This design comes from an exercise in tuning for a short achievable clock period and few clock cycles on the open sky130 flow, not from production work. No functional check of the RTL was part of this run. Power is estimated from default activity; no workload was simulated.

$ cat design/flow/design.v
module ysyx_25030093_IFU(
    input                 in_valid,
    input                 clock,
    input                 reset,
    output                valid,
    input                 ready,
    output  reg  [31:0]   inst_wire,
    input        [31:0]   pc,
    output  reg  [31:0]   IFU_addr,
    input        [31:0]   IFU_rdata,
    output  reg           IFU_reqValid,
    input                 IFU_respValid
);
parameter IDLE =2'b00,Prepare_data = 2'b01,Occurrence_data = 2'b10;
reg [1:0] state;
reg IFU_single;
always@(posedge clock)begin
    if(reset)begin
        state <= IDLE;
        IFU_reqValid <= 1'b0;
        IFU_single <= 1'b1;
    end
    else begin
        case(state)
        IDLE:begin
           if((ready & in_valid)||(IFU_single)) begin
                state <= Prepare_data;
                IFU_addr <= pc;
                IFU_reqValid <= 1'b1;
                IFU_single <= 1'b0;
           end
           else state <= IDLE;
        end
        Prepare_data:begin
            IFU_reqValid <= 1'b0;
            if(IFU_respValid) begin
                 inst_wire <= IFU_rdata;
                 state <= Occurrence_data;
            end
            else state <= Prepare_data;
        end
        Occurrence_data:begin
            state <= IDLE;
        end
        default:begin
            state <= IDLE;
        end
        endcase
    end
end
     assign valid = (state == Occurrence_data);
endmodule
module ysyx_25030093_imm(
    input       [31:0]        inst,
    input       [1:0]         imm_type,
    output reg  [31:0]        imm_ex
);
   always@(*)begin
    case(imm_type)
    2'b00: imm_ex =  {{21{inst[31]}},inst[30:20]};  
    2'b01: imm_ex = {inst[31:12],{12{1'b0}}};   
    2'b10: imm_ex = {{21{inst[31]}},inst[30:25],inst[11:8],inst[7]};  
    default: imm_ex =32'd0;
    endcase
   end
endmodule
module ysyx_25030093_IDU(
    output wire             out_valid,
    output wire             out_ready,
    input                   in_valid,
    input                   in_ready,
    output      [1:0]       alu_single,
    output      [1:0]       pc_single,
    output                  wen,
    output                  wen_read,
    input       [31:0]      inst_wire,
    output      [31:0]      imm_data,
    output      [4:0]       rd,
    output      [4:0]       rs1,
    output      [4:0]       rs2,
    output                  ecall_single,
    output                  wen_csr,
    output      [1:0]       imm_or_rs2_other,
    output      [1:0]       rs1_pc_other,
    input                   clock,
    input                   reset,
    output      [2:0]       LSU_single,
    output                  rd_or_LSU_single
);
reg [31:0] inst;
parameter IDLE =2'b00,Prepare_data = 2'b01,Occurrence_data = 2'b10;
reg [1:0] state;
always@(posedge clock)begin
    if(reset)begin
        state <= IDLE;
    end
    else begin
        case(state)
        IDLE:begin
           if(in_ready & in_valid) begin
                state <= Prepare_data;
           end
           else state <= IDLE;
        end
        Prepare_data:begin
            inst <= inst_wire;
            state <= Occurrence_data;
        end
        Occurrence_data:begin
            state <= IDLE;
        end
        default:begin
            state <= IDLE;
        end
        endcase
    end
end
assign out_ready = (state == IDLE);
assign out_valid = (state == Occurrence_data);
wire [1:0] imm_type;
assign rd  = inst[11:7];
assign rs1 = inst[19:15];
assign rs2 = inst[24:20];
wire RISCV_ADD_OP                               = (inst[6:0] == 7'b0110011);
wire RISCV_LUI_OP                               = (inst[6:0] == 7'b0110111);
wire RISCV_ADDI_OP                              = (inst[6:0] == 7'b0010011);
wire RISCV_JALR_OP                              = (inst[6:0] == 7'b1100111);
wire RISCV_LW_OP                                = (inst[6:0] == 7'b0000011);
wire RISCV_LBU_OP                               = (inst[6:0] == 7'b0000011);
wire RISCV_ECALL_OP                             = (inst[6:0] == 7'b1110011);
wire RISCV_MRET_OP                              = (inst[6:0] == 7'b1110011);
wire RISCV_CSRRW_OP                             = (inst[6:0] == 7'b1110011);
wire RISCV_CSRRS_OP                             = (inst[6:0] == 7'b1110011);
wire RISCV_SW_OP                                = (inst[6:0] == 7'b0100011);
wire RISCV_SB_OP                                = (inst[6:0] == 7'b0100011);
wire RISCV_ADD_FUNT3                            = (inst[14:12] == 3'b000);
wire RISCV_ADDI_FUNT3                           = (inst[14:12] == 3'b000);
wire RISCV_JALR_FUNT3                           = (inst[14:12] == 3'b000);
wire RISCV_LW_FUNT3                             = (inst[14:12] == 3'b010);
wire RISCV_LBU_FUNT3                            = (inst[14:12] == 3'b100);
wire RISCV_ECALL_FUNT3                          = (inst[14:12] == 3'b000);
wire RISCV_MRET_FUNT3                           = (inst[14:12] == 3'b000);
wire RISCV_CSRRW_FUNT3                          = (inst[14:12] == 3'b001);
wire RISCV_CSRRS_FUNT3                          = (inst[14:12] == 3'b010);
wire RISCV_SW_FUNT3                             = (inst[14:12] == 3'b010);
wire RISCV_SB_FUNT3                             = (inst[14:12] == 3'b000);
wire RISCV_ADD_FUNT7                            = (inst[31:25] == 7'b0000000);
wire RISCV_ECALL_FUNT7                          = (inst[31:25] == 7'b0000000);
wire RISCV_MRET_FUNT7                           = (inst[31:25] == 7'b0011000);
wire add                                        =(RISCV_ADD_OP & RISCV_ADD_FUNT3 & RISCV_ADD_FUNT7);
wire lui                                        = RISCV_LUI_OP;
wire addi                                       =(RISCV_ADDI_OP & RISCV_ADDI_FUNT3); 
wire jalr                                       =(RISCV_JALR_OP & RISCV_JALR_FUNT3);
wire lw                                         =(RISCV_LW_OP & RISCV_LW_FUNT3);
wire lbu                                        =(RISCV_LBU_OP & RISCV_LBU_FUNT3);
wire csrrw                                      =(RISCV_CSRRW_OP & RISCV_CSRRW_FUNT3);
wire csrrs                                      =(RISCV_CSRRS_OP & RISCV_CSRRS_FUNT3);
wire ecall                                      =(RISCV_ECALL_OP & RISCV_ECALL_FUNT3 & RISCV_ECALL_FUNT7);
wire mret                                       =(RISCV_MRET_OP & RISCV_MRET_FUNT3 & RISCV_MRET_FUNT7);
wire sw                                         =(RISCV_SW_OP & RISCV_SW_FUNT3);
wire sb                                         =(RISCV_SB_OP & RISCV_SB_FUNT3);
assign imm_or_rs2_other[0] = addi | lui | lw | sw | lbu | sb;
assign imm_or_rs2_other[1] = jalr;
assign rs1_pc_other[0] = jalr | lui;
assign rs1_pc_other[1] = lui;
assign alu_single[0] = csrrw;
assign alu_single[1] = csrrs;
assign LSU_single[0] = lw | sw;
assign LSU_single[1] = lbu | sw;
assign LSU_single[2] = sb;
assign rd_or_LSU_single                            =  lw | lbu  ;
assign wen                                         = addi | csrrw |csrrs| lui |jalr | lw |add |lbu;
assign wen_read                                    = addi |lw |csrrw|csrrs| sw  | add |lbu|sb;
assign wen_csr                                     = (csrrw | csrrs);
assign imm_type[0]                                 = lui ;
assign imm_type[1]                                 = sw | sb ;
assign pc_single[0]                                = jalr;    
assign pc_single[1]                                = ecall | mret;                
ysyx_25030093_imm u_ysyx_25030093_imm(
    .inst     	(inst      ),
    .imm_type 	(imm_type  ),
    .imm_ex   	(imm_data    )
);
assign ecall_single = ecall;
endmodule
module ysyx_25030093_alu(
    input                   alu_run,
    input      [1:0]        alu_single,
    output reg [31:0]       rd_data,
    input wire [31:0]       csr_data,
    output reg [31:0]       csr_wdata,
    input      [31:0]       alu_data2,
    input      [31:0]       alu_data1,
    input                   reset
    );
reg [31:0] t;
always@(*)begin
        rd_data = 32'd0;
        csr_wdata = 32'd0;
        t = 32'd0;
    if(reset)begin
        rd_data = 32'd0;
        csr_wdata = 32'd0;
        t = 32'd0;
    end
    else if(alu_run) begin
    case(alu_single)
    2'b00: rd_data = alu_data1 + alu_data2;
    2'b01: begin
        t = csr_data;
        rd_data = t;
        csr_wdata = alu_data1;
    end
    2'b10: begin
        t = csr_data;
        rd_data = t; 
        csr_wdata = alu_data1 | t;
    end
    default: rd_data = 32'd0;
    endcase
    end
   else begin
        rd_data = 32'd0;
        csr_wdata = 32'd0;
        t = 32'd0;
   end
end
endmodule
module ysyx_25030093_EXU(
    output wire                 out_valid,
    output wire                 out_ready,
    input                       in_valid,
    input                       in_ready,
    input                       clock,
    input                       reset,
    input      [1:0]            alu_single,
    output reg [31:0]           rd_data,
    input wire [31:0]           csr_data,
    output reg [31:0]           csr_wdata,
    input      [31:0]           alu_data2,
    input      [31:0]           alu_data1
);
parameter IDLE =2'b00,Prepare_data = 2'b01,Occurrence_data = 2'b10;
reg [1:0] state;
reg alu_run;
always@(posedge clock)begin
    if(reset)begin
        state <= IDLE;
    end
    else begin
        case(state)
        IDLE:begin
           if(in_ready & in_valid) begin
                state <= Prepare_data;
                 alu_run <= 1'b0;
           end
           else begin
            state <= IDLE;
        end
           end 
        Prepare_data:begin
            alu_run <= 1'b1;
            state <= Occurrence_data;
        end
        Occurrence_data:begin
            state <= IDLE;
        end
        default:begin
            state <= IDLE;
        end
        endcase
    end
end
assign out_ready = (state == IDLE);
assign out_valid =  (state == Occurrence_data);
ysyx_25030093_alu u_ysyx_25030093_alu(
   .alu_run     (alu_run),
    .alu_single  (alu_single),
    .rd_data      	(rd_data       ),
    .reset          (reset),
     .csr_data   (csr_data),
    .csr_wdata  (csr_wdata),
    .alu_data2  (alu_data2),
    .alu_data1  ( alu_data1)
);
endmodule
module ysyx_25030093_mux41(
    input [31:0] a,
    input [31:0] b,
    output reg [31:0] y,
    input [1:0] s
);
always @(*) begin
    case(s)
    2'b00: y = a;
    2'b01: y = b;
    2'b10: y = 32'd4;
    2'b11: y = 32'd0;
    endcase
end
endmodule
module ysyx_25030093_LSU(
    input                in_valid,
    input                in_ready,
    output               out_ready,
    output               out_valid,
    input       [31:0]   rd_data,
    input       [31:0]   rs2_data,
    output reg  [31:0]   LSU_data,
    input       [2:0]    LSU_single,
    input                clock,
    input                reset,
    output reg           lsu_reqValid,  
    output reg  [31:0]   lsu_addr,      
    output      [1:0]    lsu_size,      
    output               lsu_wen,       
    output reg  [31:0]   lsu_wdata,     
    output reg  [3:0]    lsu_wmask,     
    input                lsu_respValid, 
    input       [31:0]   lsu_rdata     
);
assign  lsu_wen = ((LSU_single == 3'b100) | (LSU_single == 3'b011)) ? 1'b1 : 1'b0;
assign  lsu_size= ((LSU_single == 3'b001) | (LSU_single == 3'b011)) ? 2'b10 : 2'b00; 
wire  UART_or_RAM_or_Flash;
assign UART_or_RAM_or_Flash = ((rd_data >= 32'h10000000) & (rd_data <= 32'h10000fff)) | ((rd_data >= 32'h80000000) & (rd_data <= 32'h81ffffff)) ? 1'b1 : 1'b0;
parameter IDLE =2'b00,Prepare_data = 2'b01,Occurrence_data = 2'b10;
reg [1:0] state;
wire [31:0] offset;
wire [3:0] wstrb;
always@(posedge clock)begin
  if(reset)begin
    state <= IDLE;
    lsu_reqValid <= 1'b0;
  end
  else begin
  case(state)
IDLE:begin
  if(in_valid & in_ready)begin
    state        <= Prepare_data;
    lsu_addr     <= (UART_or_RAM_or_Flash)&(LSU_single != 3'b000)? rd_data : {rd_data[31:2],2'b00};
    lsu_reqValid <= (LSU_single != 3'b000) ? 1'b1 : 1'b0;
    lsu_wmask    <= (LSU_single != 3'b000) ? wstrb : 4'b0;
    lsu_wdata    <= (UART_or_RAM_or_Flash) &(LSU_single != 3'b000) ? rs2_data << offset: rs2_data ;
  end
  else begin
    state <= IDLE;
  end
end
Prepare_data:begin
  lsu_reqValid <= 1'b0;
if(lsu_respValid & !lsu_wen ) begin
  case(LSU_single)
    3'b001:begin 
      LSU_data <= lsu_rdata;
      state    <= Occurrence_data;
    end
    3'b010:begin 
      case(rd_data[1:0])
    2'b00:  LSU_data <= {{24{1'b0}},lsu_rdata[7:0]};
    2'b01:  LSU_data <= {{24{1'b0}},lsu_rdata[15:8]};
    2'b10:  LSU_data <= {{24{1'b0}},lsu_rdata[23:16]};
    2'b11:  LSU_data <= {{24{1'b0}},lsu_rdata[31:24]};
    endcase
      state    <= Occurrence_data;
    end
    default:begin
      state <= Prepare_data;
    end
   endcase
end
else if(lsu_respValid & lsu_wen) begin
  state <= Occurrence_data;
end
else if(LSU_single == 3'b000)begin
  state <= Occurrence_data;
end
else begin
      state <= Prepare_data;
end
end
Occurrence_data:begin
  state <= IDLE;
end
default:begin
  state <= IDLE;
end
  endcase
  end
end
assign out_ready = (state == IDLE);
assign out_valid = (state == Occurrence_data);
assign wstrb  =   ((rd_data[1:0] == 2'b00) & (LSU_single == 3'b100)) ? 4'b0001 :
                  ((rd_data[1:0] == 2'b01) & (LSU_single == 3'b100)) ? 4'b0010 :
                  ((rd_data[1:0] == 2'b10) & (LSU_single == 3'b100)) ? 4'b0100 :
                  ((rd_data[1:0] == 2'b11) & (LSU_single == 3'b100)) ? 4'b1000 :
                  (LSU_single == 3'b011) ? 4'b1111 :
                  4'b0001;
assign offset =   ((wstrb == 4'b0001) & (LSU_single == 3'b100)) ?  32'd0 :
                  ((wstrb == 4'b0010) & (LSU_single == 3'b100)) ?  32'd8 :
                  ((wstrb == 4'b0100) & (LSU_single == 3'b100)) ?  32'd16 :
                  ((wstrb == 4'b1000) & (LSU_single == 3'b100)) ?  32'd24 :
                  (LSU_single == 3'b011) ? 32'd0 : 32'd0;
endmodule
module ysyx_25030093_Register #(ADDR_WIDTH = 5, DATA_WIDTH = 32) (
  input                   clock,
  input [DATA_WIDTH-1:0]  wdata,
  input [ADDR_WIDTH-1:0]  waddr,
  input                   wen,
  input                   wen_read,
 output [DATA_WIDTH-1:0]  rs1_data,
 input [ADDR_WIDTH-1:0]   rs1_addr,
 output [DATA_WIDTH-1:0]  rs2_data,
 input [ADDR_WIDTH-1:0]   rs2_addr,
 input                    in_valid
);
  reg [DATA_WIDTH-1:0] rf [15:0];
  always @(posedge clock) begin
     if ((wen & waddr != 0) & in_valid) begin
       rf[waddr[3:0]] <= wdata;
    end
  end
  assign rs1_data =((rs1_addr == 0)&(wen_read == 1'b1))?0:rf[rs1_addr[3:0]];
  assign rs2_data =((rs2_addr == 0)&(wen_read == 1'b1))?0:rf[rs2_addr[3:0]];
endmodule
module ysyx_25030093_CSR_REG(
  input                  clock,
  input                  reset,
  output wire [31:0]     csr_data,
  output wire [31:0]     csr_data_pc,
  input       [31:0]     imm_csr,
  input                  ecall_single,
  input       [31:0]     ecall_now_pc,
  input       [31:0]     csr_wdata,
  input                  wen_csr,
  input                  in_valid 
);
  reg [31:0] csr_mtvec, csr_mepc, csr_mcause, csr_mstatus, csr_mvendorid, csr_marchid;
  reg [2:0] position;
  localparam mtvec = 3'd0,mepc = 3'd1, mcause = 3'd2,mstatus = 3'd3;
  localparam mvendorid = 3'd4 ,marchid = 3'd5,mcycle = 3'd6,mcycleh = 3'd7;
  always@(*)begin
  case(imm_csr[11:0])
  12'h305: begin position = mtvec;end
  12'h341: begin position = mepc;end
  12'h342: begin position = mcause;end
  12'h300: begin position = mstatus;end
  12'hf11: begin position = mvendorid;end
  12'hf12: begin position = marchid;end
  12'hb00: begin position = mcycle;end
  12'hb80: begin position = mcycleh;end
  default: begin
    position = 3'd3;
  end
  endcase
end
wire csr_write = wen_csr & in_valid;
always@(posedge clock)begin
  if (reset) begin
    csr_mepc      <= 32'b0;
    csr_mcause    <= 32'b0;
    csr_mstatus   <= 32'h1800;
    csr_mvendorid <= 32'h79737978;
    csr_marchid   <= 32'd25030093;
  end else if (ecall_single & in_valid) begin
    csr_mepc   <= ecall_now_pc;
    csr_mcause <= 32'd11;
  end else if (csr_write) begin
    case (position)
      mepc:      csr_mepc      <= csr_wdata;
      mcause:    csr_mcause    <= csr_wdata;
      mstatus:   csr_mstatus   <= csr_wdata;
      mvendorid: csr_mvendorid <= csr_wdata;
      marchid:   csr_marchid   <= csr_wdata;
      default: ;
    endcase
  end
end
always@(posedge clock)begin
  if (csr_write & (position == mtvec) & ~ecall_single)
    csr_mtvec <= csr_wdata;
end
assign csr_data_pc = (ecall_single)?csr_mtvec:csr_mepc; 
assign csr_data = (position == mtvec)     ? csr_mtvec :
                  (position == mepc)      ? csr_mepc :
                  (position == mcause)    ? csr_mcause :
                  (position == mstatus)   ? csr_mstatus :
                  (position == mvendorid) ? csr_mvendorid :
                  (position == marchid)   ? csr_marchid : 32'd0;
endmodule
module ysyx_25030093_WBU(
   input                in_valid,
   output               out_valid,
   output               out_ready,
   input                reset,
   input                clock,
   input   [31:0]       rd_data,
   input   [31:0]       LSU_data,
   input                rd_or_LSU_single,
   output  [31:0]       WBU_data
);
parameter IDLE =2'b00,Prepare_data = 2'b01,Occurrence_data = 2'b10;
reg [1:0] state;
always@(posedge clock)begin
    if(reset)begin
        state <= IDLE;
    end
    else begin
        case(state)
        IDLE:begin
           if(in_valid) begin
                state <= Prepare_data;
           end
           else begin
            state <= IDLE;
           end
        end
        Prepare_data:begin
            state <= Occurrence_data;
        end
        Occurrence_data:begin
            state <= IDLE;
        end
        default:begin
            state <= IDLE;
        end
        endcase
    end
end
assign out_ready = (state == IDLE);
assign out_valid = (state == Occurrence_data);
assign WBU_data = ((rd_or_LSU_single) & out_valid ) ? LSU_data : rd_data;
endmodule
module ysyx_25030093_pc(
    input       [1:0]             pc_single,
    input       [31:0]            rs1_data,
    input       [31:0]            imm_data,
    input                         reset,
    input                         clock,
    output      [31:0]            pc,
    input       [31:0]            csr_data_pc,
    input       [31:0]            inst,
    input                         in_valid_WBU,
    output reg                    out_valid_pc
);
reg [31:0] pc_current;
always@(posedge clock)begin
    if(reset) begin
        pc_current <=32'h30000000;
    end
    else begin
      if(in_valid_WBU) begin
        case(pc_single)
      2'b00:begin
           out_valid_pc <=1'b1;
           pc_current <= pc_current + 32'd4;
       end
       2'b01:begin
            pc_current <= (rs1_data + imm_data)& (~32'h1); 
            out_valid_pc <=1'b1;
       end
       2'b10:begin
         pc_current <= csr_data_pc;
         out_valid_pc <=1'b1;
       end
        default:pc_current <= pc_current ;
        endcase
        end
        else begin
            out_valid_pc <= 1'b0;
        end
    end
    end
assign pc = pc_current;
endmodule
module ysyx_25030093(
    input                clock,
    input wire           reset,
    output               io_ifu_reqValid,
    output  [31:0]       io_ifu_addr,
    input                io_ifu_respValid, 
    input   [31:0]       io_ifu_rdata,     
    output               io_lsu_reqValid,  
    output  [31:0]       io_lsu_addr,      
    output  [1:0]        io_lsu_size,      
    output               io_lsu_wen,       
    output  [31:0]       io_lsu_wdata,     
    output  [3:0]        io_lsu_wmask,     
    input                io_lsu_respValid, 
    input   [31:0]       io_lsu_rdata     
);
wire [31:0] pc;
wire [1:0] rs1_pc_other;
wire [1:0] imm_or_rs2_other;
wire [31:0] WBU_data;
wire inst_done = out_valid_WBU;
wire [31:0] inst_wire;
wire out_valid_IFU;
wire out_valid_IDU_EXU;
wire out_ready_IDU_IFU;
wire out_ready_EXU_IDU;
wire out_valid_EXU_LSU;
wire out_valid_LSU_WBU;
wire out_ready_LSU_EXU;
wire out_ready_WBU_LSU;
wire out_valid_WBU;
wire out_valid_pc;
 ysyx_25030093_IFU IFU(
    .in_valid               (out_valid_pc),
     .clock             	(clock    ),
     .reset   	            (reset    ),
     .valid 	            (out_valid_IFU  ),
     .ready 	            (out_ready_IDU_IFU  ),
     .inst_wire  	        (inst_wire   ),
     .pc    	            (pc     ),
     .IFU_addr              (io_ifu_addr),
     .IFU_rdata             (io_ifu_rdata),
     .IFU_reqValid          (io_ifu_reqValid),
     .IFU_respValid         (io_ifu_respValid)
 );
wire [1:0] pc_single;  
wire [4:0] rd,rs1,rs2;
wire rd_or_LSU_single;
wire [2:0] LSU_single;
wire wen; 
wire wen_read; 
wire [31:0] imm_data;
wire wen_csr;
wire [31:0] csr_data;
wire [31:0] csr_data_pc;
wire [31:0] csr_wdata;
wire ecall_single;
wire [1:0] alu_single; 
ysyx_25030093_IDU 
IDU(
    .imm_or_rs2_other (imm_or_rs2_other),
    .rs1_pc_other     (rs1_pc_other),
    .out_valid        (out_valid_IDU_EXU),
    .out_ready        (out_ready_IDU_IFU),
    .in_valid         (out_valid_IFU),
    .in_ready         (out_ready_EXU_IDU),
    .alu_single       (alu_single),
    .pc_single        (pc_single),
    .wen              (wen),
    .wen_read         (wen_read),
    .inst_wire        (inst_wire),
    .imm_data 	      (imm_data  ),
    .rd               (rd),
    .rs1              (rs1),
    .rs2              (rs2),
    .ecall_single     (ecall_single),
    .wen_csr          (wen_csr),
    .clock              (clock),
    .reset              (reset),
    .LSU_single       (LSU_single),
    .rd_or_LSU_single (rd_or_LSU_single)
);
wire [31:0] rs1_data; 
wire [31:0] rs2_data; 
wire [31:0] rd_data;
wire [31:0] alu_data2;
wire [31:0] alu_data1;
ysyx_25030093_EXU EXU(
    .in_valid       (out_valid_IDU_EXU),
    .in_ready       (out_ready_LSU_EXU),
    .out_ready      (out_ready_EXU_IDU),
    .out_valid      (out_valid_EXU_LSU),
    .clock           (clock),
    .reset            (reset),
    .alu_single  (alu_single),
    .rd_data      	(rd_data       ),
     .csr_data   (csr_data),
    .csr_wdata  (csr_wdata),
    .alu_data2  (alu_data2),
    .alu_data1  ( alu_data1)
);
wire [31:0] LSU_data;
ysyx_25030093_mux41 imm_data_or_rs2_data_mux41(
    .a 	(rs2_data  ),
    .b 	(imm_data  ),
    .y 	(alu_data2  ),
    .s 	(imm_or_rs2_other  )
);
ysyx_25030093_mux41 u_ysyx_25030093_mux41(
    .a 	(rs1_data  ),
    .b 	(pc  ),
    .y 	(alu_data1  ),
    .s 	(rs1_pc_other  )
);
ysyx_25030093_LSU LSU(
    .in_valid    	  (out_valid_EXU_LSU     ),
    .in_ready         (out_ready_WBU_LSU),
    .out_ready        (out_ready_LSU_EXU),
    .out_valid        (out_valid_LSU_WBU),
    .rd_data    	  (rd_data     ),
    .rs2_data   	  (rs2_data    ),
    .LSU_data   	  (LSU_data    ),
    .LSU_single 	  (LSU_single  ),
    .clock        	  (clock         ),
    .reset              (reset),
    .lsu_addr           (io_lsu_addr),
    .lsu_rdata          (io_lsu_rdata),
    .lsu_reqValid       (io_lsu_reqValid),
    .lsu_respValid      (io_lsu_respValid),
    .lsu_size           (io_lsu_size),
    .lsu_wdata          (io_lsu_wdata),
    .lsu_wen            (io_lsu_wen),
    .lsu_wmask          (io_lsu_wmask)
);
ysyx_25030093_Register Register(
    .in_valid   (out_valid_WBU),
    .clock      	(clock       ),
    .wdata    	(WBU_data    ),
    .waddr    	(rd     ),
    .wen      	(wen       ),
    .wen_read   (wen_read),
    .rs1_data 	(rs1_data  ),
    .rs1_addr 	(rs1  ),
    .rs2_data   (rs2_data),
    .rs2_addr   (rs2)
);
ysyx_25030093_CSR_REG CSR_REG(
    .clock          	(clock           ),
    .reset              (reset),
    .csr_data     	(csr_data      ),
    .csr_data_pc  	(csr_data_pc   ),
    .imm_csr      	(imm_data      ),
    .ecall_single 	(ecall_single  ),
    .ecall_now_pc 	(pc  ),
    .csr_wdata    	(csr_wdata     ),
    .wen_csr        (wen_csr),
    .in_valid       (out_valid_WBU)
);
ysyx_25030093_WBU WBU(
    .reset            (reset),
    .clock          	(clock           ),
    .rd_data    	(rd_data     ),
    .LSU_data   	(LSU_data    ),
    .rd_or_LSU_single	(rd_or_LSU_single  ),
    .in_valid           (out_valid_LSU_WBU),
    .out_ready      (out_ready_WBU_LSU),
    .out_valid          (out_valid_WBU),
    .WBU_data           (WBU_data)
);
ysyx_25030093_pc npc(
    .in_valid_WBU   (out_valid_WBU),
    .pc_single(pc_single),
    .imm_data (imm_data),
    .rs1_data (rs1_data),
    .clock        (clock),
    .pc       	(pc      ),
    .reset        (reset),
    .csr_data_pc (csr_data_pc),
    .inst         (inst_wire),
    .out_valid_pc (out_valid_pc)
);
endmodule
$ cat design/flow/constraint.sdc
create_clock -name core_clock -period 9.0 [get_ports {clock}]
set_input_delay 1.8000 -clock core_clock [delete_from_list [all_inputs] [get_ports {clock}]]
set_output_delay 1.8000 -clock core_clock [all_outputs]
set_load 0.01 [all_outputs]
$ cat design/flow/run.sh
#!/bin/bash
# synth_recipe.tcl (not shown) runs the flow's synth.tcl, then flattens the netlist and writes it again
# the make line also repeats each setting of config.mk as NAME=value (left out here)
make -C /OpenROAD-flow-scripts/flow DESIGN_CONFIG=/design/flow/config.mk WORK_HOME=/design/flow/orfs CLKGATE_MAP_FILE= SYNTH_SCRIPT=/design/flow/synth_recipe.tcl finish
$ cat design/flow/config.mk
export PLATFORM = sky130hd
export DESIGN_NAME = ysyx_25030093
export DESIGN_NICKNAME = ysyx_25030093
export VERILOG_FILES = /design/flow/design.v
export SDC_FILE = /design/flow/constraint.sdc
export NUM_CORES = 4
export LEC_CHECK = 0
export CAP_MARGIN = 20
export CORE_MARGIN = 2
export CORE_UTILIZATION = 40
export SLEW_MARGIN = 20
==> summary.txt <==
Global route
  • Initial antenna violation count: 13
  • Global-route wire length before repair: around 250 mm
  • Aggregate global routing overflow: 0
  • Vias in the first global route: ~35k
  • GR Util All Layers: just under 30%
  • Largest net degree at the start of global routing: 74

STA
  • Worst-Margin Slew: ~1.1 ns
  • Slew headroom: between 20% and 30%
  • Final period util: ~87%
  • Clk_skew: between 0.05 and 0.06 ns
  • Final Hold Viols: 0
  • Post-route minimum period: about 7.9 ns
  • Setup_tns: 0 ns
  • RSZ-0062 raised after global routing: no
  • Final Max Tran Viols: 0
  • Maximum clock frequency: ~0.13 GHz
  • Final Setup Violations: 0

Drt
  • Wire per inst: around 32 µm
  • Final WL: 180 mm
  • Antenna-violating nets left: 0
  • DRT iter0 DRCs: ~5.3k
  • Post-route DRC: 0
  • Vias: roughly 36k
  • 1st-pass router iterations: 8
  • Drt via density: 6.39

Clocking
  • Hold_buf cts: 0
  • PostCTS Resize Cnt: 0
  • Clock sink count: about 960
  • # Post-CTS Setup Buffers: 0
  • Max Root-Sink Buffers: 3
  • CTS tree: yes
  • TritonCTS buffer count: roughly 100
  • Reg clk slew, reported paths: ~0.060 ns
  • CTS H-tree lvls: 3
  • CTS root buffer: clkbuf_16
  • Worst skew pair latency: between 0.7 and 0.8 ns

Synth
  • Synth Register Bits: around 960
  • Post-synth ARST share: 0%
  • Avg Inst Size Synth: ~13 µm²
  • Ranking of synthesized cells by area: edfxtp_1, mux4_2, dfxtp_1, nand2_1, a21oi_1
  • Synth unique cells: 96
  • Post-synth EDFFs: 742
  • YS warnings: 11
  • Netlist Area Pre-Place: between 40000 and 50000 µm²
  • Register area share after synthesis: between 50% and 60%
  • Mapped Cells: 3794
  • Syn nets: between 3k and 4k
  • Top-count cell post-synth: edfxtp_1
  • Yosys top cell by area: edfxtp_1
  • Top cell type's share of synthesized area: ~46%
  • Commonest cells post-synth: edfxtp_1, nand2_1, mux4_2
  • Most used DFF post-synth: edfxtp_1

Finish
  • Layout cell share with drive strength beyond 1: ~18%
  • Total Nets Final: around 4k
  • Largest register FFs: between 500 and 600
  • Area Overhead vs Synth: 15.1%
  • Finished Core Util: a little under half
  • Non-Filler Instances: between 5k and 6k

Worst setup path
  • Bufs and invs on worst path: 1
  • CP dominant cell by count: a21oi_1
  • Crit Path Max Fanout: 36
  • CP arrival: roughly 8.4 ns
  • Critical path startpoint category: register
  • Crit path max-delay family: simple AND/OR/NAND/NOR gates
  • Crit path max-delay cell type: nor4bb_1
  • Crit-path cells: nor4bb_1, nand3_1, o211a_2, or4_1, buf_4, and3_1, a22o_1, ha_1, or3_1, a21oi_1, a21oi_1, o211ai_1, nor3_1, a2111oi_0, xnor2_1, a22oi_1, nand4_1, nor4b_4, a21oi_2, nand2b_1, o31ai_1
  • Critical Path Sink Type: register
  • Worst Setup Path Type: reg -> reg
  • Slowest stage delay, CP: between 0.8 and 0.9 ns
  • CP required: approximately 9.5 ns

Place
  • HPWL Detailed: between 100 and 150 mm
  • IO buf count: around 170
  • RePlAce Congestion: 1.01
  • Dpl cells: between 5k and 6k

Power
  • P per Cell Area: 170 nW/µm²
  • Power consumption: between 9000 and 10000 µW
  • Static leakage: 0.0189 µW
  • VDD IR max: 0.162 mV

Flow run
  • Max-Cap Viols: 0

Floorplan
  • Rows: around 130
  • Die area: between 100000 and 150000 µm²
  • Die W: 351 µm
  • Io pins: 173
  • Core ar.: about 120000 µm²
  • Die Y: ~350 µm
  • Initial Util: 40.3%

Run status
  • Run status: finished clean

Hold path
  • Hold Path Class: reg -> reg
[cell usage in the layout (no fill, tap or decap), types with 67 or more instances in the layout]
cell type / count
nor2_1: 211
nor2b_1: 73
dfxtp_1: 205
edfxtp_1: 742
buf_4: 101
ha_1: 67
mux4_2: 319
clkbuf_16: 103
nand2_1: 526
o21ai_0: 127
a21oi_1: 260
clkdlybuf4s50_1: 170
[per-layer routing]
| metal | share of wire, % | GRT usage [%] | wire (µm) |
|---|---|---|---|
| met1 | 39 | 39.2 | 70200 |
| met2 | 45 | 44.5 | 80400 |
| met5 | 0.042 | 0 | 76 |
| met3 | 11 | 7.02 | 20000 |
| met4 | 5.3 | 12.7 | 9470 |
[area by class of cell]
| class | count | area, µm² |
|---|---|---|
| Inverter | 58 | 218 |
| Fill cell | 10582 | 64200 |
| Multi-Input combinational cell | 2525 | 20600 |
| Clock buffer | 123 | 2690 |
| Antenna cell | 5 | 12.5 |
| Sequential cell | 955 | 26600 |
| Tap cell | 1612 | 2020 |
| Clock inverter | 69 | 729 |
| Timing Repair Buffer | 277 | 2580 |
[cells by family after synthesis]
logic type / count (synthesis) / share of synthesized area (%)
AOI/OAI and AO/OA: 873 / 12.3
xor gates and xnor gates: 58 / 1.05
adders and majority gates: 70 / 1.84
buffers and inverters: 314 / 2.54
DFF: 955 / 55.1
muxes: 387 / 16.4
other: 1 / 0.00778
and+or+nand+nor: 1136 / 10.8
[metrics by stage]
stage / worst slack (ns) / hold slack [ns] / cell area, µm²
6_report: 1.15 / 0.418 / 55500
5_1_grt: 0.664 / 0.436 / 55400
4_1_cts: 1.33 / 0.422 / 55400
3_5_place_dp: 1.33 / 0.409 / 52000
3_3_place_gp: 1.41 / 0.403 / 52000
2_1_floorplan: 1.93 / 0.400 / 48200
[path summary, 6_finish.rpt]
check / cells past startpoint / from / slack (ns) / to
min: 0 / IFU.inst_wire[30] / 0.42 / IDU.inst[30]
min reg2reg: 0 / IFU.inst_wire[30] / 0.42 / IDU.inst[30]
max reg2reg: 21 / IDU.inst[2] / 1.15 / LSU.lsu_wdata[13]
max: 21 / IDU.inst[2] / 1.15 / LSU.lsu_wdata[13]
[worst reg2reg max path, cell delays in order (launching register included)]
cell and delay (ns):
edfxtp_1 0.42, nor4bb_1 0.84, nand3_1 0.18, o211a_2 0.34, or4_1 0.51, buf_4 0.28
and3_1 0.57, a22o_1 0.33, ha_1 0.23, or3_1 0.31, a21oi_1 0.33, a21oi_1 0.10
o211ai_1 0.23, nor3_1 0.10, a2111oi_0 0.48, xnor2_1 0.16, a22oi_1 0.70, nand4_1 0.26
nor4b_4 0.34, a21oi_2 0.26, nand2b_1 0.36, o31ai_1 0.33
[power by group]
part / internal [µW] / leakage [µW] / switching [µW]
combinational: 152 / 0.00866 / 232
clock: 2420 / 0.00164 / 1870
sequential: 4740 / 0.00857 / 17.0
total: 7310 / 0.0189 / 2120

## separate check: timing with driven ports
In the flow no input, the clock included, has a driving cell. The finished layout below was timed again as built, in two steps.
Step 1 (the two cells are an assumption about what drives the block):
set clk [get_ports {clock}]
set_driving_cell -lib_cell sky130_fd_sc_hd__clkbuf_16 $clk
set_driving_cell -lib_cell sky130_fd_sc_hd__buf_2 [delete_from_list [all_inputs] $clk]
Step 2 also shifts input and output timing later by t, the mid clock arrival at the registers, as if the neighbouring blocks saw the same clock.
Three values: ideal, step 1, step 2; two values: the first two.
t (ns): 0.794
slack for setup (ns): 1.150 / 1.150 / 1.150
worst setup path at the end: register to register
worst data-port slew with drivers (ns): 0.04
pins driven straight from the clock port: 1
After both steps setup and hold are still met in this run. The setup slack of this run moves by 0.000 ns with the drivers and by 0.000 ns with both steps.
